From an optimization exercise on the open Yosys and OpenROAD flow, aimed at small area; shortcuts taken in it are not production practice. Only simulation tests tie the RTL to the original design; equivalence was not proved. The clock cells of runs 1, 2 and 5 to 10 come from the design's own scripts or RTL, not from TritonCTS. The flow treats the clock pin as an ideal source. Dropping or thinning the clock tree relies on that and would not hold on a real chip. Power and IR drop assume default switching activity.

[config.mk]
export PLATFORM = sky130hd
export DESIGN_NAME = UART_FIFO
export DESIGN_NICKNAME = UART_FIFO
export VERILOG_FILES = /design/flow/design.v
export SDC_FILE = /design/flow/constraint.sdc
export NUM_CORES = 4
export LEC_CHECK = 0
export CAP_MARGIN = 20
export CORE_MARGIN = 2
export CORE_UTILIZATION = 70
export SLEW_MARGIN = 20
[constraint.sdc]
create_clock -name core_clock -period 20.0 [get_ports {clk}]
set_input_delay 4.0000 -clock core_clock [delete_from_list [all_inputs] [get_ports {clk}]]
set_output_delay 4.0000 -clock core_clock [all_outputs]
set_load 0.01 [all_outputs]
[design.v]
`timescale 1ns / 1ps
module UART_FIFO(
    input clk,
    input reset,
    input [7:0] data_in,
    input data_valid,
    output reg [7:0] data_out
    );
    reg [12:0] ctx;
    wire tick    = (ctx & 13'h1e7d) == 13'h1258;   
    wire ctx_end = (ctx & 13'h19f7) == 13'h0963;   
    wire arm     = (ctx & 13'h1aff) == 13'h00ad;   
    reg [8:0] crx;
    wire crx_end = (crx & 9'h175) == 9'h020;       
    always @(posedge clk) begin
        if (reset) begin
            ctx <= 13'h1258;                           
            crx <= 9'h1d5;                             
        end else begin
            ctx <= {ctx[11:0], ctx[12] ^ ctx[0]} ^ {12'd0, ctx_end};
            crx <= {crx[7:0], crx[8] ^ crx[6]} ^ {5'd0, crx_end, 3'd0};
        end
    end
    reg [7:0] stg [0:15];
    reg [15:0] vld;
    reg [7:0] rd_data;
    reg e0, e1;             
    wire wr = data_valid & ~(&vld);
    reg [3:0] st;
    wire s_idle  = ~st[3] & ~st[2] & ~st[1];            
    wire s_load  = ~st[3] & ~st[2] & ~st[0];            
    wire s_start = ~st[3] & ~st[1] & ~st[0];            
    wire s_posta =  st[3] &  st[2] & ~st[1] & ~st[0];   
    wire s_postb = ~st[2] & ~st[1] & ~st[0];            
    wire rd  = tick & s_load;
    wire dec = s_start & ctx_end;
    wire load_out = s_postb & crx_end;
    wire step = s_idle  ? tick & ~e1 :
                s_posta ? arm :
                s_postb ? crx_end : tick;
    wire [16:0] stuck;
    assign stuck[16] = ~dec;
    assign stuck[15:0] = vld & stuck[16:1];
    always @(posedge clk) if (~stuck[0]) stg[0] <= data_in;
    genvar i;
    generate
        for (i = 1; i < 16; i = i + 1) begin : g_stg
            always @(posedge clk) if (~stuck[i]) stg[i] <= stg[i-1];
        end
    endgenerate
    always @(posedge clk) begin
        if (rd) rd_data <= stg[15];
    end
    always @(posedge clk) begin
        if (reset) begin
            vld <= 16'd0;
            e0 <= 1'b1;
            e1 <= 1'b1;
            st <= 4'b0001;
            data_out <= 8'd0;
        end else begin
            vld <= {vld[14:0], wr} | stuck[15:0];
            if (tick) begin
                e0 <= ~(|vld);
                e1 <= e0;
            end
            if (step) st <= {st[2:0], st[3] ^ st[2]};
            if (load_out) data_out <= rd_data;
        end
    end
endmodule
[flow/run.sh]
#!/bin/bash
# The standard layout with three changes:
# - after the standard synthesis, its combinational cells are re-mapped for
#   area (flow/remap.sh); the flip-flops stay exactly as synthesized;
# - the port buffers are buf_1;
# - the clock tree is one level of clock buffers built by flow/cts_hook.tcl
#   in place of TritonCTS.
set -euo pipefail
R=orfs/results/$FLOW_PLATFORM/UART_FIFO/base
bash standard.sh synth > synth.log 2>&1
cp $R/1_2_yosys.v std_1_2_yosys.v
ffs() { grep -E '^\s*sky130_fd_sc_hd__(e?df|sdf|sedf|dl)[a-z0-9_]*\s' "$1" | awk '{print $1, $2}' | sort; }
if bash flow/remap.sh std_1_2_yosys.v remapped.v > remap.log 2>&1 \
    && [[ -n "$(ffs std_1_2_yosys.v)" ]] && diff <(ffs std_1_2_yosys.v) <(ffs remapped.v) > /dev/null; then
  cp remapped.v $R/1_2_yosys.v
  rm -f $R/1_synth.odb $R/1_synth.sdc
  echo "using the re-mapped netlist" >> remap.log
else
  echo "re-mapping failed or changed the flip-flops; keeping the standard netlist" >> remap.log
fi
export CTS_MAX_SINKS=22
export CTS_LEAF_BUF=sky130_fd_sc_hd__clkbuf_8
export CTS_ROOT_BUF=sky130_fd_sc_hd__clkbuf_4
export PRE_CTS_TCL="$PWD/flow/cts_hook.tcl"
export BUFFER_PORTS_ARGS="-buffer_cell sky130_fd_sc_hd__buf_1"
bash standard.sh finish > standard.log 2>&1
[flow/abc_area.script]
strash
&get -n
&deepsyn -T 60
&put
dch -f
amap
topo
[flow/cts_hook.tcl]
# Sourced by ORFS's cts.tcl before clock tree synthesis (PRE_CTS_TCL).
# Builds a one-level clock tree: the clock port drives clock buffers (through
# one root buffer if there are more than 4), one per CTS_MAX_SINKS flip-flops,
# each placed at the centre of a cluster of nearby flip-flops (k-means with
# a size limit on the flip-flops' placed locations) and driving that
# cluster's clock pins.
rename clock_tree_synthesis __orig_clock_tree_synthesis
proc clock_tree_synthesis { args } {
  set bufname $::env(CTS_LEAF_BUF)
  set db [ord::get_db]
  set block [ord::get_db_block]
  set clk [$block findNet clk]
  set sinks {}
  set xs {}
  set ys {}
  foreach it [$clk getITerms] {
    if { [$it getIoType] eq "INPUT" } {
      set loc [[$it getInst] getLocation]
      lappend sinks $it
      lappend xs [lindex $loc 0]
      lappend ys [lindex $loc 1]
    }
  }
  set n [llength $sinks]
  set K [expr { ($n + $::env(CTS_MAX_SINKS) - 1) / $::env(CTS_MAX_SINKS) }]
  puts "manual CTS: $n sinks, $K leaf buffers ($bufname)"
  # k-means, seeded by sinks spread along the sorted x order
  set order [lsort -integer -indices $xs]
  set cx {}
  set cy {}
  for { set k 0 } { $k < $K } { incr k } {
    set i [lindex $order [expr { int(($k + 0.5) * $n / $K) }]]
    lappend cx [lindex $xs $i]
    lappend cy [lindex $ys $i]
  }
  # capacity-limited k-means: each buffer drives at most cap sinks
  set cap [expr { ($n + $K - 1) / $K }]
  set assign [lrepeat $n 0]
  for { set iter 0 } { $iter < 30 } { incr iter } {
    set pairs {}
    for { set i 0 } { $i < $n } { incr i } {
      for { set k 0 } { $k < $K } { incr k } {
        set dx [expr { [lindex $xs $i] - [lindex $cx $k] }]
        set dy [expr { [lindex $ys $i] - [lindex $cy $k] }]
        lappend pairs [list [expr { double($dx) * $dx + double($dy) * $dy }] $i $k]
      }
    }
    set pairs [lsort -real -index 0 $pairs]
    set done [lrepeat $n 0]
    set sc [lrepeat $K 0]
    foreach p $pairs {
      lassign $p d i k
      if { [lindex $done $i] || [lindex $sc $k] >= $cap } { continue }
      lset done $i 1
      lset assign $i $k
      lset sc $k [expr { [lindex $sc $k] + 1 }]
    }
    set sx [lrepeat $K 0.0]
    set sy [lrepeat $K 0.0]
    for { set i 0 } { $i < $n } { incr i } {
      set k [lindex $assign $i]
      lset sx $k [expr { [lindex $sx $k] + [lindex $xs $i] }]
      lset sy $k [expr { [lindex $sy $k] + [lindex $ys $i] }]
    }
    for { set k 0 } { $k < $K } { incr k } {
      if { [lindex $sc $k] > 0 } {
        lset cx $k [expr { int([lindex $sx $k] / [lindex $sc $k]) }]
        lset cy $k [expr { int([lindex $sy $k] / [lindex $sc $k]) }]
      }
    }
  }
  set master [$db findMaster $bufname]
  set nets {}
  for { set k 0 } { $k < $K } { incr k } {
    set inst [odb::dbInst_create $block $master "clkbuf_leaf_$k"]
    set net [odb::dbNet_create $block "clknet_leaf_$k"]
    $net setSigType CLOCK
    [$inst findITerm A] connect $clk
    [$inst findITerm X] connect $net
    $inst setLocation [lindex $cx $k] [lindex $cy $k]
    $inst setPlacementStatus PLACED
    lappend nets $net
    puts "  leaf $k: [lindex $sc $k] sinks at ([lindex $cx $k], [lindex $cy $k])"
  }
  for { set i 0 } { $i < $n } { incr i } {
    set it [lindex $sinks $i]
    $it disconnect
    $it connect [lindex $nets [lindex $assign $i]]
  }
  # with more than 4 leaf buffers, a root buffer drives them, so that the
  # clock port itself feeds a single cell
  if { $K > 4 } {
    set rx 0.0
    set ry 0.0
    for { set k 0 } { $k < $K } { incr k } {
      set rx [expr { $rx + [lindex $cx $k] }]
      set ry [expr { $ry + [lindex $cy $k] }]
    }
    set root [odb::dbInst_create $block [$db findMaster $::env(CTS_ROOT_BUF)] "clkbuf_root"]
    set rnet [odb::dbNet_create $block "clknet_root"]
    $rnet setSigType CLOCK
    for { set k 0 } { $k < $K } { incr k } {
      set a [[$block findInst "clkbuf_leaf_$k"] findITerm A]
      $a disconnect
      $a connect $rnet
    }
    [$root findITerm A] connect $clk
    [$root findITerm X] connect $rnet
    $root setLocation [expr { int($rx / $K) }] [expr { int($ry / $K) }]
    $root setPlacementStatus PLACED
  }
  global_connect
  set_propagated_clock [all_clocks]
}
[flow/remap.sh]
#!/bin/bash
# Re-maps the combinational cells of the standard synthesis netlist ($1) for
# area with yosys/ABC (script flow/abc_area.script), keeping every flip-flop
# instance, its name and its cell type, exactly as the standard synthesis
# made it. Writes the new netlist to $2.
set -euo pipefail
IN=$1
OUT=$2
LIB=$FLOW_HOME/platforms/$FLOW_PLATFORM/lib/sky130_fd_sc_hd__tt_025C_1v80.lib
YOSYS=$FLOW_HOME/../tools/install/yosys/bin/yosys
[[ -x $YOSYS ]] || YOSYS=yosys
DU=""
for c in sky130_fd_sc_hd__probe_p_8 sky130_fd_sc_hd__probec_p_8 'sky130_fd_sc_hd__lpflow_*'; do
  DU="$DU -dont_use $c"
done
FF='sky130_fd_sc_hd__*df* sky130_fd_sc_hd__*edf* sky130_fd_sc_hd__*sdf* sky130_fd_sc_hd__dlx* sky130_fd_sc_hd__dlr*'
$YOSYS -l remap_yosys.log -p "
read_liberty -ignore_miss_func $LIB
blackbox $FF
read_verilog $IN
hierarchy -top $FLOW_TOP
flatten
opt -purge
abc -liberty $LIB $DU -script $PWD/flow/abc_area.script
opt_clean -purge
hilomap -singleton -hicell sky130_fd_sc_hd__conb_1 HI -locell sky130_fd_sc_hd__conb_1 LO
opt_clean -purge
stat -liberty $LIB
write_verilog -noattr -noexpr -nohex -nodec $OUT
"
[standard.sh]
#!/bin/bash
# synth_recipe.tcl (not shown) runs the flow's synth.tcl, then flattens the netlist and writes it again
# the make line also repeats each setting of config.mk as NAME=value (left out here)
make -C /OpenROAD-flow-scripts/flow DESIGN_CONFIG=/design/flow/config.mk WORK_HOME=/design/flow/orfs CLKGATE_MAP_FILE= SYNTH_SCRIPT=/design/flow/synth_recipe.tcl "${@:-finish}"
==> reports/metrics.yaml, run 1 <==
routing:
  ant_nets: 0
  drc: 0
  wl_per_cell_um: 16.5
  vias: 2678
  drtPass1Iterations: 4
  initialDrtViolationCount: 235
  via_per_inst: 5.63
  wl_um: 7870
synth:
  synth_area_per_cell_um2: 17.4
  syn_area_mm2: 0.00592
  synthesis.nets: 352
  synth_warnings: 2
  synthCells: 341
critical_path:
  regToRegEndpoint: "stg[9][3]$_DFFE_PP_"
  reg2reg_slack_ps: 15930
  cpMaxStageDelayCell: "clkinv_1"
  path_max_fanout: 39
  cp_slowest_stage_delay_ps: 500
  r2r_cells: 10
  critPathBufInv: 3
  worstPathRequired_ps: 20410
  cp_top_family: "buffers and inverters"
  worst-setup-path-type: "in -> reg"
  crit_start: "reset"
  crit_chain: "buf_1 > buf_4 > clkinv_1 > o211a_1 > nor2_1 > o22ai_1"
  cp.arrival_ps: 5470
  start_kind: "input port"
  reg2reg_from: "ctx[0]$_SDFF_PP0_"
  end_kind: "flop"
die:
  die_h_um: 95.9
  die-area_mm2: 0.00920
  die_w_um: 95.9
  placementRows: 33
  start_util_pct: 72.0
  core_area_mm2: 0.00822
  ioPinCount: 19
finish:
  finalNonFillerCells: 476
  multi_input_area_um2: 672
  ff_latch_area_mm2: 0.00512
  fin_nets: 384
  syn_to_final_growth_pct: 5.84
  fillers: 471
  n_antenna_cell: 0
  drive_gt1_share_pct: 3.23
power_and_ir_drop:
  power.density_mw_per_mm2: 93.6
  switching_share_pct: 18.2
  comb_power_share_pct: 1.4
  p_int_uw: 479
  clkPwrFrac_pct: 23.6
  p_switching_uw: 107
  peakVddDrop_mv: 0.0779
  leakage_nw: 2.17
  p_total_uw: 586
  seq_power_share_pct: 75.0
global_routing:
  grtUsageTotal_pct: 17.6
  grt_max_degree: 40
  grt_pass1_vias: 2510
  antenna_found_initial: 0
  grt_pass1_wl_um: 12300
  grt-ovfl-total: 0
placement:
  io_buffers: 18
  dp_hpwl_um: 5350
  gp_congestion: 0.714
  dp.cells: 466
job:
  max_cap_viol_count: 0
worst_hold_path:
  whs_endpoint: "stg[6][2]$_DFFE_PP_"
  hp-class: "reg -> reg"
  whs_path_depth: 0
  hold_start: "stg[5][2]$_DFFE_PP_"
timing:
  holdWs_ps: 409
  fin_tns_setup_ps: 0
  finalSetupViolations: 0
  slew-limit-headroom_pct: 53.0
  fmax_ghz: 0.198
  drv_slew: 0
  worst_pin_slew_ps: 695
  rsz0062_at_grt: "no"
  finalHoldViolCount: 0
  post-route-period-util_pct: 25.3
  fin_worst_skew_ps: 20.2
  fin_crit_ps: 5060
outcome:
  outcome: "no timing/DRC/antenna violations"
clocking:
  hold_buffers: 0
  post_cts_buffers: 0
  cts_resized: 0
  clock_latency_ps: 510
  clkTransAtPathRegs_ps: 130
[worst reg2reg max path, stage by stage (launching register included)]
cell      delay, ps
dfxtp_1         330
clkinv_1        100
nor2_1          140
nand3_1         110
nor4_1          370
nor4b_1         640
or3_1           520
or2_0           630
or3_1           460
nor2_1          130
nand2_1         310
[per-stage QoR]
step	setup WS (ps)	area, um^2	util [%]
6_report	14940	6260	76.2
2_1_floorplan	15250	5920	-
3_5_place_dp	14400	6130	74.6
5_1_grt	14820	6260	76.2
3_3_place_gp	14470	6130	74.6
4_1_cts	14920	6260	76.2
[cells in the final DEF (no fill, tap or decap), drive strengths merged]
| cell type | instances |
|---|---|
| or3 | 5 |
| nand4 | 6 |
| edfxtp | 136 |
| nor2b | 4 |
| dfxtp | 52 |
| or4b | 1 |
| clkbuf | 10 |
| o211a | 1 |
| o21ai | 1 |
| nor3 | 6 |
| clkinv | 32 |
| o22ai | 1 |
| a31o | 1 |
| nor4 | 5 |
| buf | 20 |
| o22a | 2 |
| a21oi | 16 |
| nor2 | 28 |
| or4 | 3 |
| nor4b | 1 |
| o21a | 1 |
| a31oi | 1 |
| nand2 | 14 |
| nand3 | 4 |
| a32o | 8 |
| or2 | 11 |
| a22oi | 1 |
[worst max path at each step]
stage	end	slack, ps	cells past startpoint
final	st[0]$_SDFFE_PP1P_	14940	6
after detailed placement	st[0]$_SDFFE_PP1P_	14400	6
after global placement	st[0]$_SDFFE_PP1P_	14470	6
after CTS	data_out[5]	14920	1
after floorplan	st[0]$_SDFFE_PP1P_	15250	4
after global routing	st[0]$_SDFFE_PP1P_	14820	6
[state kept, by name, summed over array words and instances, names as in the netlist]
register	flops
crx	9
ctx	13
data_out	8
e0	1
e1	1
rd_data	8
st	4
stg	128
vld	16
[power groups by stage]
stage | clock network, mW | registers [mW] | logic [mW]
final | 0.139 | 0.439 | 0.00806
after global routing | 0.156 | 0.441 | 0.00933
after CTS | 0.144 | 0.440 | 0.00820
after detailed placement | 0 | 0.448 | 0.00809
after global placement | 0 | 0.447 | 0.00783
after floorplan | 0 | 0.446 | 0.00486
[final cells by class]
cell class                 count  share of cell area (%)
tap                          105                    2.10
buffer                        10                    2.10
multi-input combinational    121                    10.7
inverter                      32                    1.92
timing repair buffer          20                    1.32
sequential                   188                    81.8
[routing by layer]
layer	part of all wire [%]	GRT usage, %	vias to the layer above
li1	-	-	1306
met1	44	23.3	1304
met2	51	32.3	54
met3	3.5	1.64	14
met4	2.2	3.33	0
met5	0	0	-
==> run 2: changes to the inputs <==
--- a/design.v
+++ b/design.v
@@ -23,8 +23,8 @@
     end
     reg [7:0] stg [0:15];
-    reg [15:0] vld;
+    reg [15:0] emp;         
     reg [7:0] rd_data;
     reg e0, e1;             
-    wire wr = data_valid & ~(&vld);
+    wire wr = data_valid & (|emp);
     reg [3:0] st;
     wire s_idle  = ~st[3] & ~st[2] & ~st[1];            
@@ -39,12 +39,12 @@
                 s_posta ? arm :
                 s_postb ? crx_end : tick;
-    wire [16:0] stuck;
-    assign stuck[16] = ~dec;
-    assign stuck[15:0] = vld & stuck[16:1];
-    always @(posedge clk) if (~stuck[0]) stg[0] <= data_in;
+    wire [16:0] free;
+    assign free[16] = dec;
+    assign free[15:0] = emp | free[16:1];
+    always @(posedge clk) if (free[0]) stg[0] <= data_in;
     genvar i;
     generate
         for (i = 1; i < 16; i = i + 1) begin : g_stg
-            always @(posedge clk) if (~stuck[i]) stg[i] <= stg[i-1];
+            always @(posedge clk) if (free[i]) stg[i] <= stg[i-1];
         end
     endgenerate
@@ -54,5 +54,5 @@
     always @(posedge clk) begin
         if (reset) begin
-            vld <= 16'd0;
+            emp <= 16'hffff;
             e0 <= 1'b1;
             e1 <= 1'b1;
@@ -60,7 +60,7 @@
             data_out <= 8'd0;
         end else begin
-            vld <= {vld[14:0], wr} | stuck[15:0];
+            emp <= {emp[14:0], ~wr} & free[15:0];
             if (tick) begin
-                e0 <= ~(|vld);
+                e0 <= &emp;
                 e1 <= e0;
             end
--- a/flow/run.sh
+++ b/flow/run.sh
@@ -19,5 +19,5 @@
   echo "re-mapping failed or changed the flip-flops; keeping the standard netlist" >> remap.log
 fi
-export CTS_MAX_SINKS=22
+export CTS_MAX_SINKS=20
 export CTS_LEAF_BUF=sky130_fd_sc_hd__clkbuf_8
 export CTS_ROOT_BUF=sky130_fd_sc_hd__clkbuf_4
==> run 2 against run 1 <==
Compared with the run above:
- global-route usage rose by 0.43 points
- sequential power about the same
- via count decreased by 1.4%
- wire length grew 1.9%
- combinational power down 3.7%
- fmax shrank 19%
- die area is 0.32% lower
- critical endpoint is now stg[0][0]$_DFFE_PP_
- highest routed layer unchanged
==> reports/metrics.yaml, run 2 <==
outcome:
  outcome: "no timing/DRC/antenna violations"
finish:
  fin_nets: 385
  final_core_util_pct: 76.6
  reg.largest.list: "stg: 128 flops, emp: 16 flops, ctx: 13 flops"
  layout_commonest_cell: "edfxtp_1"
  ff_latch_area_mm2: 0.00512
  n_antenna_cell: 0
  largest_register_ff_count: 128
  fillers: 476
  drive_gt1_share_pct: 3.76
  regMostFlops: "stg"
  syn_to_final_growth_pct: 6.17
  final_cell_mix: "edfxtp_1 (136), dfxtp_1 (52), clkinv_1 (32)"
  multi_input_area_um2: 664
timing:
  worst_pin_slew_ps: 989
  fin_crit_ps: 6280
  fin_tns_setup_ps: 0
  fmax_ghz: 0.159
  post-route-period-util_pct: 31.4
  finalHoldViolCount: 0
  finalSetupViolations: 0
  slew-limit-headroom_pct: 33.3
  fin_worst_skew_ps: 18.4
  drv_slew: 0
  rsz0062_at_grt: "no"
critical_path:
  cpMaxStageDelayCell: "or3_1"
  crit_top_cell: "nor2_1"
  reg2reg_slack_ps: 13720
  cp_slowest_stage_delay_ps: 620
  start_kind: "flop"
  worstPathRequired_ps: 20170
  worst-setup-path-type: "reg -> reg"
  crit_chain: "clkinv_1 > nand2_1 > nor3_1 > nand4b_1 > o41ai_2 > or2_0 > nor2_1 > nand2_1 > nor2_1 > nand3_1 > nor2_1 > clkinv_1 > or3_1 > nor2_1 > clkinv_1 > or3_1 > nor2_1 > nand2_1 > nor2_1 > clkinv_1"
  cp.arrival_ps: 6450
  regToRegEndpoint: "stg[0][0]$_DFFE_PP_"
  reg2reg_from: "ctx[2]$_SDFF_PP0_"
  r2r_cells: 20
  end_kind: "flop"
  path_max_fanout: 10
routing:
  drtPass1Iterations: 4
  vias: 2640
  drc: 0
  wl_um: 8020
  wl_per_cell_um: 16.8
  via_per_inst: 5.53
  initialDrtViolationCount: 202
  ant_nets: 0
worst_hold_path:
  hold_start: "stg[1][7]$_DFFE_PP_"
  whs_path_depth: 0
  whs_endpoint: "stg[2][7]$_DFFE_PP_"
  hp-class: "reg -> reg"
power_and_ir_drop:
  peakVddDrop_mv: 0.0770
  power.density_mw_per_mm2: 94.6
  leakage_nw: 2.22
synth:
  synth_area_per_cell_um2: 17.2
  synthesis.nets: 353
  syn_area_mm2: 0.00590
  synthCells: 342
  synth_warnings: 2
placement:
  gp_congestion: 0.778
  dp_hpwl_um: 5300
  io_buffers: 18
die:
  die_h_um: 95.8
  core_area_mm2: 0.00818
  ioPinCount: 19
  die-area_mm2: 0.00917
  die_w_um: 95.8
  placementRows: 33
  start_util_pct: 72.1
global_routing:
  grtUsageTotal_pct: 18.0
  grt_max_degree: 31
  grt_pass1_wl_um: 12600
  antenna_found_initial: 0
  grt-ovfl-total: 0
  grt_pass1_vias: 2509
clocking:
  hold_buffers: 0
  clock_latency_ps: 490
  clkTransAtPathRegs_ps: 110
  post_cts_buffers: 0
  cts_resized: 0
job:
  max_cap_viol_count: 0
==> run 2: changes by cell type in the layout (fill, tap and decap cells not counted), moves of 3 or more <==
cell / delta
o21ai_0: +10
nand2_1: +17
nor2_1: -7
a21oi_1: -12
nor3_1: -3
==> run 2: worst max-delay path by stage <==
stage,start,slack (ps),endpoint
global route,ctx[2]$_SDFF_PP0_,12960,stg[0][0]$_DFFE_PP_
global placement,ctx[2]$_SDFF_PP0_,14070,stg[0][2]$_DFFE_PP_
detailed placement,ctx[2]$_SDFF_PP0_,13710,stg[0][6]$_DFFE_PP_
CTS,ctx[2]$_SDFF_PP0_,13650,stg[0][3]$_DFFE_PP_
floorplan,ctx[4]$_SDFF_PP1_,14700,stg[0][0]$_DFFE_PP_
finish,ctx[2]$_SDFF_PP0_,13720,stg[0][0]$_DFFE_PP_
==> run 2: metrics by stage <==
stage          cell area (um^2)  instances  hold WS, ps  worst slack, ps  power [mW]
6_report                   6260        477          417            13720       0.592
4_1_cts                    6260        477          421            13650       0.597
5_1_grt                    6260        477          429            12960       0.614
3_5_place_dp               6110        466          404            13710       0.456
2_1_floorplan              5900        342          391            14700       0.450
3_3_place_gp               6110        466          397            14070       0.456
==> run 2: area by class of cell <==
cell class | count | area share, %
flip-flops and latches | 188 | 81.9
multi-input cells | 122 | 10.6
plain buffers | 11 | 2.32
well taps | 105 | 2.10
inverters | 32 | 1.92
repair buffers | 19 | 1.20
==> run 2: routing by layer <==
layer / part of all wire [%] / track usage (%) / routed length, um
met1: 46 / 26.7 / 3670
met2: 47 / 30.4 / 3780
met3: 6.1 / 2.51 / 486
met4: 1.0 / 1.90 / 80
met5: 0 / 0 / 0
==> run 2: where the power goes <==
group	internal, mW	switching (mW)
logic	0.00291	0.00485
registers	0.433	0.00657
clock network	0.0470	0.0974
==> run 2: critical path: cells and delay by family (launching register included) <==
family | cells | cell delay [ps]
DFF | 1 | 360
AOI/OAI and AO/OA | 1 | 190
and+or+nand+nor | 15 | 4420
buffers and inverters | 4 | 990
==> run 3: changes to the inputs <==
--- a/design.v
+++ b/design.v
@@ -26,5 +26,5 @@
     reg [7:0] rd_data;
     reg e0, e1;             
-    wire wr = data_valid & (|emp);
+    wire wr;
     reg [3:0] st;
     wire s_idle  = ~st[3] & ~st[2] & ~st[1];            
@@ -39,7 +39,9 @@
                 s_posta ? arm :
                 s_postb ? crx_end : tick;
-    wire [16:0] free;
-    assign free[16] = dec;
-    assign free[15:0] = emp | free[16:1];
+    wire [16:0] hole;
+    assign hole[16] = 1'b0;
+    assign hole[15:0] = emp | hole[16:1];
+    wire [15:0] free = hole[15:0] | {16{dec}};
+    assign wr = data_valid & hole[0];
     always @(posedge clk) if (free[0]) stg[0] <= data_in;
     genvar i;
--- a/flow/run.sh
+++ b/flow/run.sh
@@ -19,7 +19,7 @@
   echo "re-mapping failed or changed the flip-flops; keeping the standard netlist" >> remap.log
 fi
-export CTS_MAX_SINKS=20
-export CTS_LEAF_BUF=sky130_fd_sc_hd__clkbuf_8
-export CTS_ROOT_BUF=sky130_fd_sc_hd__clkbuf_4
+export CTS_MAX_SINKS=36
+export CTS_LEAF_BUF=sky130_fd_sc_hd__inv_16
+export CTS_ROOT_BUF=sky130_fd_sc_hd__inv_8
 export PRE_CTS_TCL="$PWD/flow/cts_hook.tcl"
 export BUFFER_PORTS_ARGS="-buffer_cell sky130_fd_sc_hd__buf_1"
--- a/flow/cts_hook.tcl
+++ b/flow/cts_hook.tcl
@@ -6,4 +6,9 @@
 # cluster's clock pins.
 rename clock_tree_synthesis __orig_clock_tree_synthesis
+proc __cts_out { inst } {
+  foreach it [$inst getITerms] {
+    if { [$it getIoType] eq "OUTPUT" } { return $it }
+  }
+}
 proc clock_tree_synthesis { args } {
   set bufname $::env(CTS_LEAF_BUF)
@@ -77,5 +82,5 @@
     $net setSigType CLOCK
     [$inst findITerm A] connect $clk
-    [$inst findITerm X] connect $net
+    [__cts_out $inst] connect $net
     $inst setLocation [lindex $cx $k] [lindex $cy $k]
     $inst setPlacementStatus PLACED
@@ -106,5 +111,5 @@
     }
     [$root findITerm A] connect $clk
-    [$root findITerm X] connect $rnet
+    [__cts_out $root] connect $rnet
     $root setLocation [expr { int($rx / $K) }] [expr { int($ry / $K) }]
     $root setPlacementStatus PLACED
==> run 3 against run 2 <==
Compared with the run above:
- the run now fails in 3_5_place_dp
- synthesized cell count decreased by 1.5%
- area after synthesis hardly changed
==> reports/metrics.yaml, run 3 <==
synth:
  synth_area_per_cell_um2: 17.5
  synth_warnings: 2
  synthesis.nets: 348
  synthCells: 337
  syn_area_mm2: 0.00590
die:
  die_w_um: 95.8
  ioPinCount: 19
  placementRows: 33
  start_util_pct: 72.1
  die_h_um: 95.8
outcome:
  outcome: "did not finish"
  error_line: "[ERROR DPL-0033] detailed placement checks failed during check placement."
  haltStage: "3_5_place_dp"
placement:
  io_buffers: 18
  dp_hpwl_um: 4970
  gp_congestion: 0.785
==> run 3: worst max path at each step <==
stage | start | endpoint | slack [ps] | cells after the start
global placement | reset | data_out[2]$_SDFFE_PP0P_ | 13970 | 3
floorplan | reset | data_out[0]$_SDFFE_PP0P_ | 15080 | 2
==> run 3: power groups by stage <==
stage	combinational (mW)	sequential [mW]	clock, mW
floorplan	0.00479	0.445	0
global placement	0.00692	0.447	0
==> run 3: stage by stage <==
stage | instance area [um^2] | cells | worst slack (ps)
floorplan | 5900 | 337 | 15080
global placement | 6090 | 460 | 13970
==> run 4: changes to the inputs <==
--- a/flow/run.sh
+++ b/flow/run.sh
@@ -19,6 +19,6 @@
   echo "re-mapping failed or changed the flip-flops; keeping the standard netlist" >> remap.log
 fi
-export CTS_MAX_SINKS=36
-export CTS_LEAF_BUF=sky130_fd_sc_hd__inv_16
+export CTS_MAX_SINKS=20
+export CTS_LEAF_BUF=sky130_fd_sc_hd__inv_8
 export CTS_ROOT_BUF=sky130_fd_sc_hd__inv_8
 export PRE_CTS_TCL="$PWD/flow/cts_hook.tcl"
==> run 4 against run 3 <==
Compared with the run above:
- the flow again stops in 3_5_place_dp
- synthesized cell count unchanged
- area after synthesis stayed put
==> reports/metrics.yaml, run 4 <==
outcome:
  error_line: "[ERROR DPL-0033] detailed placement checks failed during check placement."
  haltStage: "3_5_place_dp"
  outcome: "did not finish"
placement:
  gp_congestion: 0.785
  io_buffers: 18
  dp_hpwl_um: 4970
synth:
  synthesis.nets: 348
  synth_area_per_cell_um2: 17.5
  syn_area_mm2: 0.00590
  synthCells: 337
  synth_warnings: 2
die:
  start_util_pct: 72.1
  ioPinCount: 19
  placementRows: 33
  die_h_um: 95.8
  die_w_um: 95.8
run 4: power groups by stage:
stage          Sequential (mW)  Combinational [mW]  Clock (mW)
2_1_floorplan            0.445             0.00479           0
3_3_place_gp             0.447             0.00692           0
run 4: worst max path at each step:
stage                          endpoint  cells after the start
2_1_floorplan  data_out[0]$_SDFFE_PP0P_                      2
3_3_place_gp   data_out[2]$_SDFFE_PP0P_                      3
==> run 5: changes to the inputs <==
--- a/flow/cts_hook.tcl
+++ b/flow/cts_hook.tcl
@@ -13,4 +13,7 @@
 proc clock_tree_synthesis { args } {
   set bufname $::env(CTS_LEAF_BUF)
+  if { [string match *inv* $bufname] != [string match *inv* $::env(CTS_ROOT_BUF)] } {
+    error "CTS_LEAF_BUF and CTS_ROOT_BUF must both invert or both not"
+  }
   set db [ord::get_db]
   set block [ord::get_db_block]
@@ -94,6 +97,7 @@
   }
   # with more than 4 leaf buffers, a root buffer drives them, so that the
-  # clock port itself feeds a single cell
-  if { $K > 4 } {
+  # clock port itself feeds a single cell; inverting leaves always get an
+  # inverting root, so the flip-flops see the clock's own polarity
+  if { $K > 4 || [string match *inv* $bufname] } {
     set rx 0.0
     set ry 0.0
--- a/config.mk
+++ b/config.mk
@@ -8,4 +8,4 @@
 export CAP_MARGIN = 20
 export CORE_MARGIN = 2
-export CORE_UTILIZATION = 70
+export CORE_UTILIZATION = 60
 export SLEW_MARGIN = 20
==> run 5 against run 4 <==
Compared with the run above:
- the run now finishes clean
- area after synthesis unchanged
- synthesized cell count unchanged
==> reports/metrics.yaml, run 5 <==
outcome:
  outcome: "no timing/DRC/antenna violations"
job:
  max_cap_viol_count: 0
placement:
  dp_slack_ps: 13880
  gp_congestion: 0.757
  dp.cells: 488
  placed_cell_area_mm2: 0.00613
  io_buffers: 18
  dp_hpwl_um: 5010
critical_path:
  end_kind: "flop"
  start_kind: "input port"
  critPathBufInv: 2
  worst-setup-path-type: "in -> reg"
  cp_slowest_stage_delay_ps: 940
  crit_chain: "buf_1 > clkinv_1 > nand2_1 > o22ai_1"
  path_max_fanout: 33
  cpMaxStageDelayCell: "clkinv_1"
  cp_top_family: "buffers and inverters"
  cp.arrival_ps: 5960
  worstPathRequired_ps: 20110
power_and_ir_drop:
  p_int_uw: 455
  seq_power_share_pct: 75.0
  p_switching_uw: 130
  peakVddDrop_mv: 0.0616
  switching_share_pct: 22.2
  leakage_nw: 2.22
  power.density_mw_per_mm2: 93.5
  clkPwrFrac_pct: 23.7
  comb_power_share_pct: 1.2
timing:
  fin_tns_setup_ps: 0
  setup_slack_ps: 14150
  drv_slew: 0
  fin_crit_ps: 5850
  post-route-period-util_pct: 29.2
  rsz0062_at_grt: "no"
  worst_pin_slew_ps: 1040
  fmax_ghz: 0.171
  finalSetupViolations: 0
  fin_worst_skew_ps: 14.9
  slew-limit-headroom_pct: 30.2
  finalHoldViolCount: 0
clocking:
  hold_buffers: 0
  clkTransAtPathRegs_ps: 100
  cts_resized: 0
  post_cts_buffers: 0
  clock_latency_ps: 240
finish:
  final_cell_mix: "edfxtp_1 (136), dfxtp_1 (52), nand2_1 (30)"
  n_antenna_cell: 0
  syn_to_final_growth_pct: 6.15
  multi_input_area_um2: 674
  final_area_mm2: 0.00626
  ff_latch_area_mm2: 0.00512
  finalNonFillerCells: 499
  largest_register_ff_count: 128
  drive_gt1_share_pct: 3.28
  reg.largest.list: "stg: 128 flops, emp: 16 flops, ctx: 13 flops"
  fillers: 693
  fin_nets: 379
  layout_commonest_cell: "edfxtp_1"
  regMostFlops: "stg"
worst_hold_path:
  hp-class: "reg -> reg"
die:
  core_area_mm2: 0.00964
  start_util_pct: 61.2
  die_h_um: 103
  ioPinCount: 19
  placementRows: 36
  die-area_mm2: 0.0106
  die_w_um: 103
global_routing:
  antenna_found_initial: 0
  met2_usage_pct: 25.9
  met1_usage_pct: 18.5
  grt_max_degree: 34
  grt_pass1_wl_um: 11700
  met3_usage_pct: 1.56
  top_usage_layer: "met2"
  grt-ovfl-total: 0
  grtUsageTotal_pct: 14.2
  grt_pass1_vias: 2435
synth:
  synthesis.nets: 348
  synth_warnings: 2
  synth_area_per_cell_um2: 17.5
  syn_area_mm2: 0.00590
  synthCells: 337
routing:
  ant_nets: 0
  drc: 0
  wl_um: 7380
  via_per_inst: 5.22
  vias: 2607
  wl_per_cell_um: 14.8
  drtPass1Iterations: 6
  initialDrtViolationCount: 113
run 5: layer usage:
metal | routed length (um) | part of all wire (%)
met5 | 0 | 0
met4 | 131 | 1.8
met3 | 300 | 4.1
met2 | 3730 | 50
met1 | 3230 | 44
run 5: area by class of cell:
type / count / area share (%)
flip-flops and latches: 188 / 81.9
well taps: 133 / 2.66
inverters: 38 / 3.60
repair buffers: 18 / 1.08
multi-input cells: 122 / 10.8
run 5: stage by stage:
stage / hold WS (ps) / util (%) / power, mW
CTS: 414 / 64.9 / 0.595
floorplan: 391 / - / 0.450
global route: 422 / 64.9 / 0.611
finish: 412 / 64.9 / 0.585
global placement: 400 / 63.6 / 0.454
detailed placement: 400 / 63.6 / 0.455
run 5: path summary, 6_finish.rpt:
kind                            start                    to  slack (ps)  cells past startpoint
setup / recovery                reset    st[3]$_SDFFE_PP0P_       14150                      4
hold / removal    stg[9][0]$_DFFE_PN_  stg[10][0]$_DFFE_PN_         410                      0
setup reg to reg    ctx[2]$_SDFF_PP0_   stg[6][1]$_DFFE_PN_       15930                     10
hold reg to reg   stg[9][0]$_DFFE_PN_  stg[10][0]$_DFFE_PN_         410                      0
run 5: power by group through the flow:
| stage | sequential, mW | clock, mW | combinational (mW) |
|---|---|---|---|
| finish | 0.439 | 0.139 | 0.00718 |
| detailed placement | 0.448 | 0 | 0.00727 |
| CTS | 0.439 | 0.149 | 0.00725 |
| floorplan | 0.445 | 0 | 0.00479 |
| global route | 0.441 | 0.162 | 0.00829 |
| global placement | 0.447 | 0 | 0.00698 |
==> run 6: changes to the inputs <==
--- a/flow/run.sh
+++ b/flow/run.sh
@@ -19,5 +19,5 @@
   echo "re-mapping failed or changed the flip-flops; keeping the standard netlist" >> remap.log
 fi
-export CTS_MAX_SINKS=20
+export CTS_MAX_SINKS=25
 export CTS_LEAF_BUF=sky130_fd_sc_hd__inv_8
 export CTS_ROOT_BUF=sky130_fd_sc_hd__inv_8
==> run 6 against run 5 <==
Compared with the run above:
- worst setup slack improved by 28 ps
- still clean
- total power shrank 1.3%
- sequential share of layout area rose by 0.30 points
- utilization fell by 0.23 points
- area after synthesis is the same
- largest cell class unchanged
- critical path depth fell by 1
- hold slack worse by 1.7 ps
- final area down 0.36%
- synthesized cell count unchanged
- critical path type unchanged
- critical endpoint is now data_out[1]$_SDFFE_PP0P_
- clock skew up 8.1 ps
- register-to-register slack better by 20 ps
==> reports/metrics.yaml, run 6 <==
outcome:
  outcome: "no timing/DRC/antenna violations"
routing:
  ant_nets: 0
  drtPass1Iterations: 4
  initialDrtViolationCount: 81
  vias: 2596
  drc: 0
  via_per_inst: 5.22
  wl_per_cell_um: 15.0
  wl_um: 7430
finish:
  n_antenna_cell: 0
  final_cell_mix: "edfxtp_1 (136), dfxtp_1 (52), nand2_1 (30)"
  fin_nets: 377
  drive_gt1_share_pct: 2.75
  reg.largest.list: "stg: 128 flops, emp: 16 flops, ctx: 13 flops"
  regMostFlops: "stg"
  largest_register_ff_count: 128
  final_core_util_pct: 64.7
  syn_to_final_growth_pct: 5.77
  layout_commonest_cell: "edfxtp_1"
global_routing:
  antenna_found_initial: 0
  grt_max_degree: 34
  grt_pass1_vias: 2377
  grt_pass1_wl_um: 11600
  grtUsageTotal_pct: 14.1
  grt-ovfl-total: 0
placement:
  io_buffers: 18
  dp_hpwl_um: 5010
  gp_congestion: 0.757
clocking:
  cts_resized: 0
  post_cts_buffers: 0
  hold_buffers: 0
  clock_latency_ps: 230
  clkTransAtPathRegs_ps: 120
timing:
  fin_worst_skew_ps: 23.0
  fmax_ghz: 0.172
  rsz0062_at_grt: "no"
  slew-limit-headroom_pct: 29.0
  worst_pin_slew_ps: 1060
  fin_tns_setup_ps: 0
  finalSetupViolations: 0
  drv_slew: 0
  finalHoldViolCount: 0
  fin_crit_ps: 5820
  post-route-period-util_pct: 29.1
power_and_ir_drop:
  p_switching_uw: 125
  peakVddDrop_mv: 0.0610
  leakage_nw: 2.21
  p_int_uw: 452
  comb_power_share_pct: 1.2
  clkPwrFrac_pct: 22.8
  power.density_mw_per_mm2: 92.6
  seq_power_share_pct: 76.0
  switching_share_pct: 21.7
die:
  die_h_um: 103
  die_w_um: 103
  start_util_pct: 61.2
  core_area_mm2: 0.00964
  ioPinCount: 19
  placementRows: 36
  die-area_mm2: 0.0106
critical_path:
  cp_top_family: "buffers and inverters"
  cp.arrival_ps: 5940
  crit_chain: "buf_1 > clkinv_1 > a32o_1"
  worst-setup-path-type: "in -> reg"
  cp_slowest_stage_delay_ps: 920
  path_max_fanout: 33
  cpMaxStageDelayCell: "clkinv_1"
  end_kind: "flop"
  start_kind: "input port"
  critPathBufInv: 2
  worstPathRequired_ps: 20120
synth:
  synthesis.nets: 348
  syn_area_mm2: 0.00590
  synth_warnings: 2
  synthCells: 337
  synth_area_per_cell_um2: 17.5
worst_hold_path:
  hp-class: "reg -> reg"
job:
  max_cap_viol_count: 0
## run 6: power groups by stage
stage               Sequential, mW  Clock, mW  Combinational, mW
floorplan                    0.445          0            0.00479
global route                 0.441      0.150            0.00830
finish                       0.439      0.131            0.00716
CTS                          0.439      0.138            0.00725
detailed placement           0.448          0            0.00727
global placement             0.447          0            0.00698
## run 6: final cells by class
cell class	count	area (um^2)
Timing Repair Buffer	18	67.6
Multi-Input combinational cell	122	674
Inverter	36	203
Sequential cell	188	5120
Tap cell	133	166
Fill cell	695	3400
## run 6: per-stage QoR
stage               hold slack [ps]  setup WS (ps)  power [mW]  area, um^2  instances
global placement                400          13930       0.454        6130        488
CTS                             411          14130       0.584        6230        497
finish                          410          14180       0.578        6240        497
floorplan                       391          15080       0.450        5900        337
detailed placement              400          13880       0.455        6130        488
global route                    429          13920       0.599        6240        497
## run 6: per-layer routing
metal	track usage, %	wire length, um	vias to the layer above
met5	0	0	-
met3	1.36	237	13
met2	25.4	3700	40
met4	2.53	161	0
li1	-	-	1289
met1	19.0	3330	1254
## run 6: final timing paths
kind                        start                  endpoint  slack, ps  depth (start not counted)
min          stg[11][3]$_DFFE_PN_      stg[12][3]$_DFFE_PN_        410                          0
max reg2reg     ctx[2]$_SDFF_PP0_       stg[6][4]$_DFFE_PN_      15950                         10
min reg2reg  stg[11][3]$_DFFE_PN_      stg[12][3]$_DFFE_PN_        410                          0
max                         reset  data_out[1]$_SDFFE_PP0P_      14180                          3
## run 6: worst register-to-register path, cell delays in order (launching register included)
cell	delay, ps
dfxtp_1	320
clkinv_1	110
nand2_1	110
nor3_1	50
nand4b_1	130
nor4_1	100
or3_1	520
or3_1	620
or3_1	620
or3_1	600
or3_1	570
==> run 7: changes to the inputs <==
--- a/flow/run.sh
+++ b/flow/run.sh
@@ -19,6 +19,6 @@
   echo "re-mapping failed or changed the flip-flops; keeping the standard netlist" >> remap.log
 fi
-export CTS_MAX_SINKS=25
-export CTS_LEAF_BUF=sky130_fd_sc_hd__inv_8
+export CTS_MAX_SINKS=36
+export CTS_LEAF_BUF=sky130_fd_sc_hd__inv_16
 export CTS_ROOT_BUF=sky130_fd_sc_hd__inv_8
 export PRE_CTS_TCL="$PWD/flow/cts_hook.tcl"
==> run 7 against run 6 <==
Compared with the run above:
- still clean on timing, DRC and antenna
- sequential share of layout area down 0.39 points
- clock power up 9.9%
- global-route usage down 0.13 points
- fmax down 0.18%
- worst setup slack worse by 11 ps
- via count about the same
- utilization up 0.31 points
- critical path type unchanged
==> reports/metrics.yaml, run 7 <==
outcome:
  outcome: "no timing/DRC/antenna violations"
finish:
  finalNonFillerCells: 495
  reg.largest.list: "stg: 128 flops, emp: 16 flops, ctx: 13 flops"
  layout_commonest_cell: "edfxtp_1"
  fillers: 688
  regMostFlops: "stg"
  drive_gt1_share_pct: 2.21
  syn_to_final_growth_pct: 6.28
  largest_register_ff_count: 128
  n_antenna_cell: 0
  final_cell_mix: "edfxtp_1 (136), dfxtp_1 (52), nand2_1 (30)"
  fin_nets: 375
die:
  ioPinCount: 19
  start_util_pct: 61.2
  die_h_um: 103
  core_area_mm2: 0.00964
  die-area_mm2: 0.0106
  die_w_um: 103
  placementRows: 36
power_and_ir_drop:
  peakVddDrop_mv: 0.0763
  leakage_nw: 2.22
  power.density_mw_per_mm2: 94.1
timing:
  fin_crit_ps: 5830
  drv_slew: 0
  fmax_ghz: 0.172
  slew-limit-headroom_pct: 27.0
  worst_pin_slew_ps: 1090
  fin_worst_skew_ps: 19.8
  post-route-period-util_pct: 29.1
  finalHoldViolCount: 0
  rsz0062_at_grt: "no"
  fin_tns_setup_ps: 0
  finalSetupViolations: 0
worst_hold_path:
  hp-class: "reg -> reg"
critical_path:
  worst-setup-path-type: "in -> reg"
  cp.arrival_ps: 5970
  end_kind: "flop"
  worstPathRequired_ps: 20140
  path_max_fanout: 33
  start_kind: "input port"
global_routing:
  grtUsageTotal_pct: 13.9
  grt_pass1_wl_um: 11500
  antenna_found_initial: 0
  grt_max_degree: 34
  grt-ovfl-total: 0
  grt_pass1_vias: 2376
routing:
  wl_per_cell_um: 14.8
  drtPass1Iterations: 6
  drc: 0
  wl_um: 7330
  initialDrtViolationCount: 102
  ant_nets: 0
  vias: 2598
  via_per_inst: 5.25
synth:
  syn_area_mm2: 0.00590
  synth_area_per_cell_um2: 17.5
  synthCells: 337
  synth_warnings: 2
  synthesis.nets: 348
job:
  max_cap_viol_count: 0
clocking:
  hold_buffers: 0
  cts_resized: 0
  clkTransAtPathRegs_ps: 100
  post_cts_buffers: 0
  clock_latency_ps: 260
placement:
  dp_hpwl_um: 5010
  io_buffers: 18
  gp_congestion: 0.757
  dp.cells: 488
## run 7: path summary, 6_finish.rpt
path | startpoint | endpoint | slack (ps) | cells past startpoint
worst max-delay path | reset | data_out[1]$_SDFFE_PP0P_ | 14170 | 3
worst min-delay path | stg[2][1]$_DFFE_PP_ | stg[3][1]$_DFFE_PP_ | 410 | 0
worst max register to register | ctx[2]$_SDFF_PP0_ | emp[6]$_SDFF_PP1_ | 15930 | 12
worst min register to register | stg[2][1]$_DFFE_PP_ | stg[3][1]$_DFFE_PP_ | 410 | 0
## run 7: final cells by class
cell class                      instances  area (um^2)  share of cell area [%]
Tap cell                              133          166                    2.66
Sequential cell                       188         5120                    81.8
Multi-Input combinational cell        122          674                    10.8
Timing Repair Buffer                   18         67.6                    1.08
Inverter                               34          233                    3.71
## run 7: layer usage
layer  part of all wire (%)  vias to the layer above  track usage (%)  wire (um)
met3                    3.0                       10             1.29        219
met1                     44                     1257             18.5       3250
met4                    1.9                        0             2.23        140
met5                      0                        -                0          0
met2                     51                       38             25.7       3720
li1                       -                     1293                -          -
## run 7: metrics by stage
stage | hold slack [ps] | power (mW) | worst slack [ps] | utilization, % | instance area (um^2)
global placement | 400 | 0.454 | 13930 | 63.6 | 6130
floorplan | 391 | 0.450 | 15080 | - | 5900
detailed placement | 400 | 0.455 | 13880 | 63.6 | 6130
global route | 427 | 0.614 | 13940 | 65.0 | 6270
finish | 414 | 0.590 | 14170 | 65.0 | 6270
CTS | 424 | 0.598 | 14150 | 65.0 | 6260
## run 7: worst max-delay path: stages
cell      delay, ps
buf_1           520
clkinv_1        930
a32o_1          500
## run 7: where the power goes
| part | internal (mW) | leakage (nW) | switching (mW) |
|---|---|---|---|
| logic | 0.00270 | 0.300 | 0.00448 |
| clock network | 0.0215 | 0.0648 | 0.122 |
| registers | 0.433 | 1.85 | 0.00564 |
==> run 8: changes to the inputs <==
--- a/flow/run.sh
+++ b/flow/run.sh
@@ -4,6 +4,7 @@
 #   area (flow/remap.sh); the flip-flops stay exactly as synthesized;
 # - the port buffers are buf_1;
-# - the clock tree is one level of clock buffers built by flow/cts_hook.tcl
-#   in place of TritonCTS.
+# - the clock tree is a root inverter driving one level of inverters, built
+#   by flow/cts_hook.tcl in place of TritonCTS (two inversions: the
+#   flip-flops see the clock's own polarity).
 set -euo pipefail
 R=orfs/results/$FLOW_PLATFORM/UART_FIFO/base
@@ -19,6 +20,6 @@
   echo "re-mapping failed or changed the flip-flops; keeping the standard netlist" >> remap.log
 fi
-export CTS_MAX_SINKS=36
-export CTS_LEAF_BUF=sky130_fd_sc_hd__inv_16
+export CTS_MAX_SINKS=22
+export CTS_LEAF_BUF=sky130_fd_sc_hd__inv_8
 export CTS_ROOT_BUF=sky130_fd_sc_hd__inv_8
 export PRE_CTS_TCL="$PWD/flow/cts_hook.tcl"
==> run 8 against run 7 <==
Compared with the run above:
- still clean on timing, DRC and antenna
- cell count grew 0.61%
- wire length grew 0.85%
- critical path depth did not move
- final area shrank 0.30%
- register-to-register slack about the same
- critical path type unchanged
- critical endpoint unchanged
==> reports/metrics.yaml, run 8 <==
outcome:
  outcome: "no timing/DRC/antenna violations"
power_and_ir_drop:
  p_total_uw: 580
  p_switching_uw: 127
  power.density_mw_per_mm2: 92.9
  clkPwrFrac_pct: 23.1
  peakVddDrop_mv: 0.0603
  p_int_uw: 454
  comb_power_share_pct: 1.2
  switching_share_pct: 21.8
  leakage_nw: 2.21
  seq_power_share_pct: 75.6
global_routing:
  grt_pass1_vias: 2420
  grt_pass1_wl_um: 11600
  grt-ovfl-total: 0
  antenna_found_initial: 0
  grtUsageTotal_pct: 14.1
  grt_max_degree: 34
critical_path:
  worst-setup-path-type: "in -> reg"
  path_max_fanout: 33
  cp_slowest_stage_delay_ps: 920
  cp.arrival_ps: 5960
  worstPathRequired_ps: 20120
  crit_chain: "buf_1 > clkinv_1 > a32o_1"
  crit_start: "reset"
  reg2reg_from: "ctx[2]$_SDFF_PP0_"
  start_kind: "input port"
  cpMaxStageDelayCell: "clkinv_1"
  end_kind: "flop"
worst_hold_path:
  hold_start: "stg[8][2]$_DFFE_PN_"
  hp-class: "reg -> reg"
placement:
  dp_slack_ps: 13880
  io_buffers: 18
  gp_congestion: 0.757
  dp_hpwl_um: 5010
  dp.cells: 488
finish:
  layout_commonest_cell: "edfxtp_1"
  final_cell_mix: "edfxtp_1 (136), dfxtp_1 (52), nand2_1 (30)"
  n_antenna_cell: 0
  reg.largest.list: "stg: 128 flops, emp: 16 flops, ctx: 13 flops"
  regMostFlops: "stg"
  largest_register_ff_count: 128
  drive_gt1_share_pct: 3.01
  final_core_util_pct: 64.8
  fin_nets: 378
  syn_to_final_growth_pct: 5.96
  finalNonFillerCells: 498
  fillers: 696
timing:
  drv_slew: 0
  setup_slack_ps: 14160
  slew-limit-headroom_pct: 26.1
  fmax_ghz: 0.171
  post-route-period-util_pct: 29.2
  worst_pin_slew_ps: 1100
  finalHoldViolCount: 0
  fin_crit_ps: 5840
  fin_worst_skew_ps: 8.73
  rsz0062_at_grt: "no"
  finalSetupViolations: 0
  fin_tns_setup_ps: 0
die:
  core_area_mm2: 0.00964
  start_util_pct: 61.2
  die-area_mm2: 0.0106
  die_h_um: 103
  placementRows: 36
  die_w_um: 103
  ioPinCount: 19
routing:
  ant_nets: 0
  drc: 0
  via_per_inst: 5.23
  wl_um: 7390
  wl_per_cell_um: 14.8
  initialDrtViolationCount: 102
  vias: 2603
  drtPass1Iterations: 5
synth:
  synth_area_per_cell_um2: 17.5
  syn_area_mm2: 0.00590
  synth_warnings: 2
  synthCells: 337
  synthesis.nets: 348
clocking:
  post_cts_buffers: 0
  cts_resized: 0
  clkTransAtPathRegs_ps: 100
  hold_buffers: 0
  clock_latency_ps: 220
job:
  max_cap_viol_count: 0
-- run 8: stage by stage --
stage | hold slack [ps] | instance area (um^2)
after floorplan | 391 | 5900
after global placement | 400 | 6130
after detailed placement | 400 | 6130
after CTS | 417 | 6240
after global routing | 425 | 6250
final | 418 | 6250
-- run 8: layout make-up --
cell class	count	area [um^2]	share of cell area (%)
tap	133	166	2.66
sequential	188	5120	82.0
inverter	37	214	3.42
multi-input combinational	122	674	10.8
timing repair buffer	18	67.6	1.08
-- run 8: power by group through the flow --
stage                     clock (mW)  combinational, mW  sequential [mW]
final                          0.134            0.00716            0.439
after global routing           0.154            0.00831            0.441
after CTS                      0.141            0.00726            0.439
after detailed placement           0            0.00727            0.448
after global placement             0            0.00698            0.447
after floorplan                    0            0.00479            0.445
-- run 8: routing by layer --
| layer | track usage [%] | routed length (um) |
|---|---|---|
| met3 | 1.42 | 266 |
| met2 | 25.6 | 3680 |
| met1 | 18.7 | 3290 |
| met4 | 2.53 | 157 |
| met5 | 0 | 0 |
-- run 8: final timing paths --
| check | endpoint | slack, ps | cells past startpoint |
|---|---|---|---|
| worst max register to register | emp[6]$_SDFF_PP1_ | 15920 | 12 |
| worst max-delay path | data_out[1]$_SDFFE_PP0P_ | 14160 | 3 |
| worst min-delay path | stg[9][2]$_DFFE_PN_ | 420 | 0 |
| worst min register to register | stg[9][2]$_DFFE_PN_ | 420 | 0 |
-- run 8: critical path: cells and delay by family --
family	cells	cell delay, ps
AO/OA/AOI/OAI	1	500
buffers and inverters	2	1430
==> run 9: changes to the inputs <==
--- a/design.v
+++ b/design.v
@@ -29,9 +29,7 @@
     reg [3:0] st;
     wire s_idle  = ~st[3] & ~st[2] & ~st[1];            
-    wire s_load  = ~st[3] & ~st[2] & ~st[0];            
     wire s_start = ~st[3] & ~st[1] & ~st[0];            
     wire s_posta =  st[3] &  st[2] & ~st[1] & ~st[0];   
     wire s_postb = ~st[2] & ~st[1] & ~st[0];            
-    wire rd  = tick & s_load;
     wire dec = s_start & ctx_end;
     wire load_out = s_postb & crx_end;
@@ -52,5 +50,5 @@
     endgenerate
     always @(posedge clk) begin
-        if (rd) rd_data <= stg[15];
+        if (dec) rd_data <= stg[15];
     end
     always @(posedge clk) begin
--- a/flow/run.sh
+++ b/flow/run.sh
@@ -20,5 +20,5 @@
   echo "re-mapping failed or changed the flip-flops; keeping the standard netlist" >> remap.log
 fi
-export CTS_MAX_SINKS=22
+export CTS_MAX_SINKS=25
 export CTS_LEAF_BUF=sky130_fd_sc_hd__inv_8
 export CTS_ROOT_BUF=sky130_fd_sc_hd__inv_8
==> flow/abc_1.script (new file) <==
strash
balance
rewrite
refactor
balance
rewrite
rewrite -z
balance
refactor -z
rewrite -z
balance
dch -f
amap
topo
==> flow/abc_d1.script (new file) <==
strash
&get -n
&deepsyn -T 45 -S 1
&put
dch -f
amap
topo
==> flow/abc_d2.script (new file) <==
strash
&get -n
&deepsyn -T 45 -S 2
&put
dch -f
amap
topo
==> flow/abc_d3.script (new file) <==
strash
&get -n
&deepsyn -T 45 -S 3
&put
dch -f
amap
topo
==> flow/remap.sh (replaced) <==
#!/bin/bash
# Re-maps the combinational cells of the standard synthesis netlist ($1) for
# area with yosys/ABC, keeping every flip-flop instance, its name and its cell
# type, exactly as the standard synthesis made it. It tries each ABC script
# flow/abc_*.script in parallel and writes the smallest result to $2.
set -euo pipefail
IN=$1
OUT=$2
LIB=$FLOW_HOME/platforms/$FLOW_PLATFORM/lib/sky130_fd_sc_hd__tt_025C_1v80.lib
YOSYS=$FLOW_HOME/../tools/install/yosys/bin/yosys
[[ -x $YOSYS ]] || YOSYS=yosys
DU=""
for c in sky130_fd_sc_hd__probe_p_8 sky130_fd_sc_hd__probec_p_8 'sky130_fd_sc_hd__lpflow_*'; do
  DU="$DU -dont_use $c"
done
FF='sky130_fd_sc_hd__*df* sky130_fd_sc_hd__*edf* sky130_fd_sc_hd__*sdf* sky130_fd_sc_hd__dlx* sky130_fd_sc_hd__dlr*'
for S in flow/abc_*.script; do
  n=$(basename $S .script)
  $YOSYS -l remap_$n.log -p "
read_liberty -ignore_miss_func $LIB
blackbox $FF
read_verilog $IN
hierarchy -top $FLOW_TOP
flatten
opt -purge
abc -liberty $LIB $DU -script $PWD/$S
opt_clean -purge
hilomap -singleton -hicell sky130_fd_sc_hd__conb_1 HI -locell sky130_fd_sc_hd__conb_1 LO
opt_clean -purge
tee -o remap_$n.stat stat -liberty $LIB
write_verilog -noattr -noexpr -nohex -nodec remap_$n.v
" > /dev/null &
done
wait
best=""
for S in flow/abc_*.script; do
  n=$(basename $S .script)
  a=$(awk '/Chip area/ {print $NF}' remap_$n.stat 2>/dev/null || true)
  echo "$n: ${a:-failed}"
  if [[ -n "$a" && -s remap_$n.v ]]; then
    if [[ -z "$best" ]] || awk -v a=$a -v b=$besta 'BEGIN {exit !(a < b)}'; then
      best=$n
      besta=$a
    fi
  fi
done
[[ -n "$best" ]]
echo "best: $best ($besta)"
cp remap_$best.v $OUT
--- a/config.mk
+++ b/config.mk
@@ -8,4 +8,4 @@
 export CAP_MARGIN = 20
 export CORE_MARGIN = 2
-export CORE_UTILIZATION = 60
+export CORE_UTILIZATION = 80
 export SLEW_MARGIN = 20
removed: flow/abc_area.script
==> run 9 against run 8 <==
Compared with the run above:
- largest power group unchanged
- register-to-register slack got worse by 170 ps
- via count increased by 7.5%
- hold slack better by 1.3 ps
- critical path type unchanged
- area after synthesis down 0.17%
==> reports/metrics.yaml, run 9 <==
critical_path:
  cp_top_family: "buffers and inverters"
  cp_slowest_stage_delay_ps: 950
  cp.arrival_ps: 6180
  end_kind: "flop"
  path_max_fanout: 30
  critPathBufInv: 2
  cpMaxStageDelayCell: "clkinv_1"
  crit_chain: "buf_1 > clkinv_1 > nand2_1 > o22a_1"
  worstPathRequired_ps: 20170
  worst-setup-path-type: "in -> reg"
  start_kind: "input port"
finish:
  layout_commonest_cell: "edfxtp_1"
  drive_gt1_share_pct: 2.72
  ff_latch_area_mm2: 0.00512
  syn_to_final_growth_pct: 5.10
  regMostFlops: "stg"
  final_cell_mix: "edfxtp_1 (136), dfxtp_1 (52), clkinv_1 (32)"
  multi_input_area_um2: 641
  reg.largest.list: "stg: 128 flops, emp: 16 flops, ctx: 13 flops"
  fillers: 303
  largest_register_ff_count: 128
  fin_nets: 380
  n_antenna_cell: 0
synth:
  synthCells: 339
  syn_area_mm2: 0.00589
  synth_area_per_cell_um2: 17.4
  synth_warnings: 2
  synthesis.nets: 350
clocking:
  hold_buffers: 0
  cts_resized: 0
  post_cts_buffers: 0
  clkTransAtPathRegs_ps: 110
  clock_latency_ps: 220
power_and_ir_drop:
  power.density_mw_per_mm2: 92.9
  leakage_nw: 2.18
  peakVddDrop_mv: 0.0850
  p_total_uw: 575
global_routing:
  grt_max_degree: 31
  grtUsageTotal_pct: 21.6
  grt_pass1_vias: 2743
  grt_pass1_wl_um: 13700
  antenna_found_initial: 0
  grt-ovfl-total: 0
placement:
  dp_hpwl_um: 5870
  gp_congestion: 0.862
  io_buffers: 18
routing:
  drtPass1Iterations: 6
  drc: 0
  ant_nets: 0
  via_per_inst: 6.00
  vias: 2798
  wl_per_cell_um: 18.6
  initialDrtViolationCount: 204
  wl_um: 8670
outcome:
  outcome: "no timing/DRC/antenna violations"
timing:
  finalSetupViolations: 0
  fin_worst_skew_ps: 15.8
  post-route-period-util_pct: 30.0
  finalHoldViolCount: 0
  fmax_ghz: 0.167
  fin_tns_setup_ps: 0
  slew-limit-headroom_pct: 42.0
  rsz0062_at_grt: "no"
  fin_crit_ps: 6000
  drv_slew: 0
  worst_pin_slew_ps: 864
die:
  core_area_mm2: 0.00718
  ioPinCount: 19
  die_h_um: 89.8
  start_util_pct: 82.0
  die_w_um: 89.8
  die-area_mm2: 0.00806
  placementRows: 31
job:
  max_cap_viol_count: 0
worst_hold_path:
  hp-class: "reg -> reg"
-- run 9: final cells by class --
class	instances	share of cell area [%]
sequential	188	82.8
multi-input combinational	119	10.4
inverter	41	3.58
tap	99	2.00
timing repair buffer	19	1.21
-- run 9: final timing paths --
kind / depth (start not counted) / startpoint / endpoint / slack [ps]
worst max-delay path: 4 / reset / st[0]$_SDFFE_PP1P_ / 14000
worst min-delay path: 0 / stg[8][1]$_DFFE_PN_ / stg[9][1]$_DFFE_PN_ / 420
worst max register to register: 16 / st[1]$_SDFFE_PP0P_ / stg[0][6]$_DFFE_PP_ / 15750
worst min register to register: 0 / stg[8][1]$_DFFE_PN_ / stg[9][1]$_DFFE_PN_ / 420
-- run 9: layer usage --
layer  GRT usage [%]  up-vias  share of wire, %
met2            39.8      104                53
met4            3.85        0               2.2
li1                -     1292                 -
met5               0        -                 0
met1            28.7     1379                39
met3            2.51       23               6.0
-- run 9: stage by stage --
step	utilization, %	hold slack (ps)	cell area, um^2	instances	setup WS, ps
6_report	86.2	419	6190	466	14000
5_1_grt	86.2	434	6190	466	13720
4_1_cts	86.2	417	6190	466	14040
3_5_place_dp	84.8	400	6080	457	13770
3_3_place_gp	84.8	398	6080	457	14050
2_1_floorplan	-	391	5890	339	15140
-- run 9: power breakdown --
group | internal (mW) | switching [mW] | leakage (nW)
combinational | 0.00258 | 0.00443 | 0.274
sequential | 0.433 | 0.00642 | 1.85
clock | 0.0162 | 0.111 | 0.0545
==> run 10: changes to the inputs <==
--- a/config.mk
+++ b/config.mk
@@ -8,4 +8,4 @@
 export CAP_MARGIN = 20
 export CORE_MARGIN = 2
-export CORE_UTILIZATION = 80
+export CORE_UTILIZATION = 75
 export SLEW_MARGIN = 20
==> run 10 against run 9 <==
Compared with the run above:
- largest cell class unchanged
- sequential power hardly changed
- via count is 4.8% lower
- critical endpoint is now st[2]$_SDFFE_PP0P_
- wire length decreased by 11%
- largest power group unchanged
==> reports/metrics.yaml, run 10 <==
outcome:
  outcome: "no timing/DRC/antenna violations"
finish:
  reg.largest.list: "stg: 128 flops, emp: 16 flops, ctx: 13 flops"
  layout_commonest_cell: "edfxtp_1"
  final_core_util_pct: 80.9
  n_antenna_cell: 0
  syn_to_final_growth_pct: 5.17
  finalNonFillerCells: 469
  final_area_mm2: 0.00619
  regMostFlops: "stg"
  final_cell_mix: "edfxtp_1 (136), dfxtp_1 (52), clkinv_1 (32)"
  drive_gt1_share_pct: 2.72
  fin_nets: 380
  largest_register_ff_count: 128
critical_path:
  worst-setup-path-type: "in -> reg"
  crit_chain: "buf_1 > clkinv_1 > nand2_1 > o22ai_1"
  critPathBufInv: 2
  path_max_fanout: 30
  cp_top_family: "buffers and inverters"
  end_kind: "flop"
  cpMaxStageDelayCell: "clkinv_1"
  start_kind: "input port"
  worstPathRequired_ps: 20090
  reg2reg_slack_ps: 15950
  cp_slowest_stage_delay_ps: 890
  cp.arrival_ps: 5980
routing:
  wl_um: 7730
  initialDrtViolationCount: 89
  wl_per_cell_um: 16.5
  drc: 0
  drtPass1Iterations: 4
  vias: 2665
  via_per_inst: 5.68
  ant_nets: 0
synth:
  synth_warnings: 2
  synth_area_per_cell_um2: 17.4
  syn_area_mm2: 0.00589
  synthCells: 339
  synthesis.nets: 350
power_and_ir_drop:
  comb_power_share_pct: 1.2
  power.density_mw_per_mm2: 92.5
  p_total_uw: 573
  clkPwrFrac_pct: 22.1
  seq_power_share_pct: 76.7
  peakVddDrop_mv: 0.0885
  p_int_uw: 452
  switching_share_pct: 21.1
  p_switching_uw: 121
  leakage_nw: 2.18
global_routing:
  grt_max_degree: 31
  antenna_found_initial: 0
  grt_pass1_wl_um: 12200
  grt_pass1_vias: 2534
  grt-ovfl-total: 0
  grtUsageTotal_pct: 18.4
timing:
  rsz0062_at_grt: "no"
  finalSetupViolations: 0
  fmax_ghz: 0.170
  fin_tns_setup_ps: 0
  post-route-period-util_pct: 29.4
  holdWs_ps: 422
  finalHoldViolCount: 0
  slew-limit-headroom_pct: 45.7
  drv_slew: 0
  fin_worst_skew_ps: 13.0
  setup_slack_ps: 14110
  worst_pin_slew_ps: 810
  fin_crit_ps: 5890
job:
  max_cap_viol_count: 0
placement:
  dp_hpwl_um: 5470
  dp.cells: 460
  placed_cell_area_mm2: 0.00609
  gp_congestion: 0.825
  dp_slack_ps: 13840
  io_buffers: 18
die:
  die_w_um: 92.6
  die-area_mm2: 0.00857
  placementRows: 32
  start_util_pct: 77.0
  die_h_um: 92.6
  ioPinCount: 19
  core_area_mm2: 0.00765
clocking:
  cts_resized: 0
  post_cts_buffers: 0
  clkTransAtPathRegs_ps: 100
  clock_latency_ps: 210
  hold_buffers: 0
worst_hold_path:
  hp-class: "reg -> reg"
run 10: power by group through the flow:
stage               Clock, mW  Sequential, mW  Combinational, mW
floorplan                   0           0.445            0.00434
global placement            0           0.447            0.00631
detailed placement          0           0.448            0.00682
CTS                     0.132           0.440            0.00684
global route            0.144           0.441            0.00777
finish                  0.127           0.439            0.00677
run 10: layout make-up:
class	count	area (um^2)
fillers	396	1460
multi-input cells	119	641
repair buffers	19	75.1
well taps	102	128
flip-flops and latches	188	5120
inverters	41	221
run 10: worst paths after layout:
kind                              from                   end  cells past startpoint
setup / recovery                 reset    st[2]$_SDFFE_PP0P_                      4
hold reg to reg   stg[12][1]$_DFFE_PN_  stg[13][1]$_DFFE_PN_                      0
setup reg to reg    st[1]$_SDFFE_PP0P_   stg[0][4]$_DFFE_PP_                     16
hold / removal    stg[12][1]$_DFFE_PN_  stg[13][1]$_DFFE_PN_                      0
run 10: per-layer routing:
metal | track usage, % | vias up | part of all wire [%]
li1 | - | 1296 | -
met4 | 2.86 | 0 | 1.6
met3 | 1.55 | 11 | 3.9
met1 | 24.0 | 1299 | 41
met2 | 34.7 | 59 | 53
met5 | 0 | - | 0

-- port drivers added, routing unchanged --
In the flow no input, the clock included, has a driving cell. The finished layouts below were timed again as built, in two steps.
Step 1, drivers: a clkbuf_16 drives clk and a buf_2 each remaining input, both assumed.
Step 2 also shifts input and output timing later by t, the mid clock arrival at the registers, as if the neighbouring blocks saw the same clock.
Slacks: ideal / step 1 / step 2; pairs: ideal / step 1.
run | shift t [ns] | setup slack, ns | worst hold slack (ns) | slew at the worst register clock pin (ns) | worst slew at a driven data input, ns
run 1 | 0.530 | 14.943 / 14.926 / 14.417 | 0.409 / 0.409 / 0.409 | 0.13 / 0.13 | 0.04
run 2 | 0.512 | 13.724 / 13.724 / 13.724 | 0.417 / 0.417 / 0.417 | 0.11 / 0.11 | 0.04
run 5 | 0.281 | 14.155 / 14.179 / 13.897 | 0.412 / 0.412 / 0.412 | 0.10 / 0.10 | 0.03
run 6 | 0.270 | 14.183 / 14.207 / 13.938 | 0.410 / 0.410 / 0.410 | 0.12 / 0.12 | 0.03
run 7 | 0.296 | 14.172 / 14.198 / 13.902 | 0.414 / 0.414 / 0.414 | 0.10 / 0.10 | 0.03
run 8 | 0.268 | 14.163 / 14.187 / 13.919 | 0.418 / 0.418 / 0.418 | 0.10 / 0.10 | 0.03
run 9 | 0.260 | 13.995 / 14.017 / 13.757 | 0.419 / 0.419 / 0.419 | 0.11 / 0.11 | 0.03
run 10 | 0.255 | 14.111 / 14.132 / 13.878 | 0.422 / 0.422 / 0.422 | 0.11 / 0.11 | 0.03
After both steps every run listed still meets setup and hold. The setup slack of run 1, which loses most, moves by -0.017 ns with the drivers and by -0.526 ns with both steps.
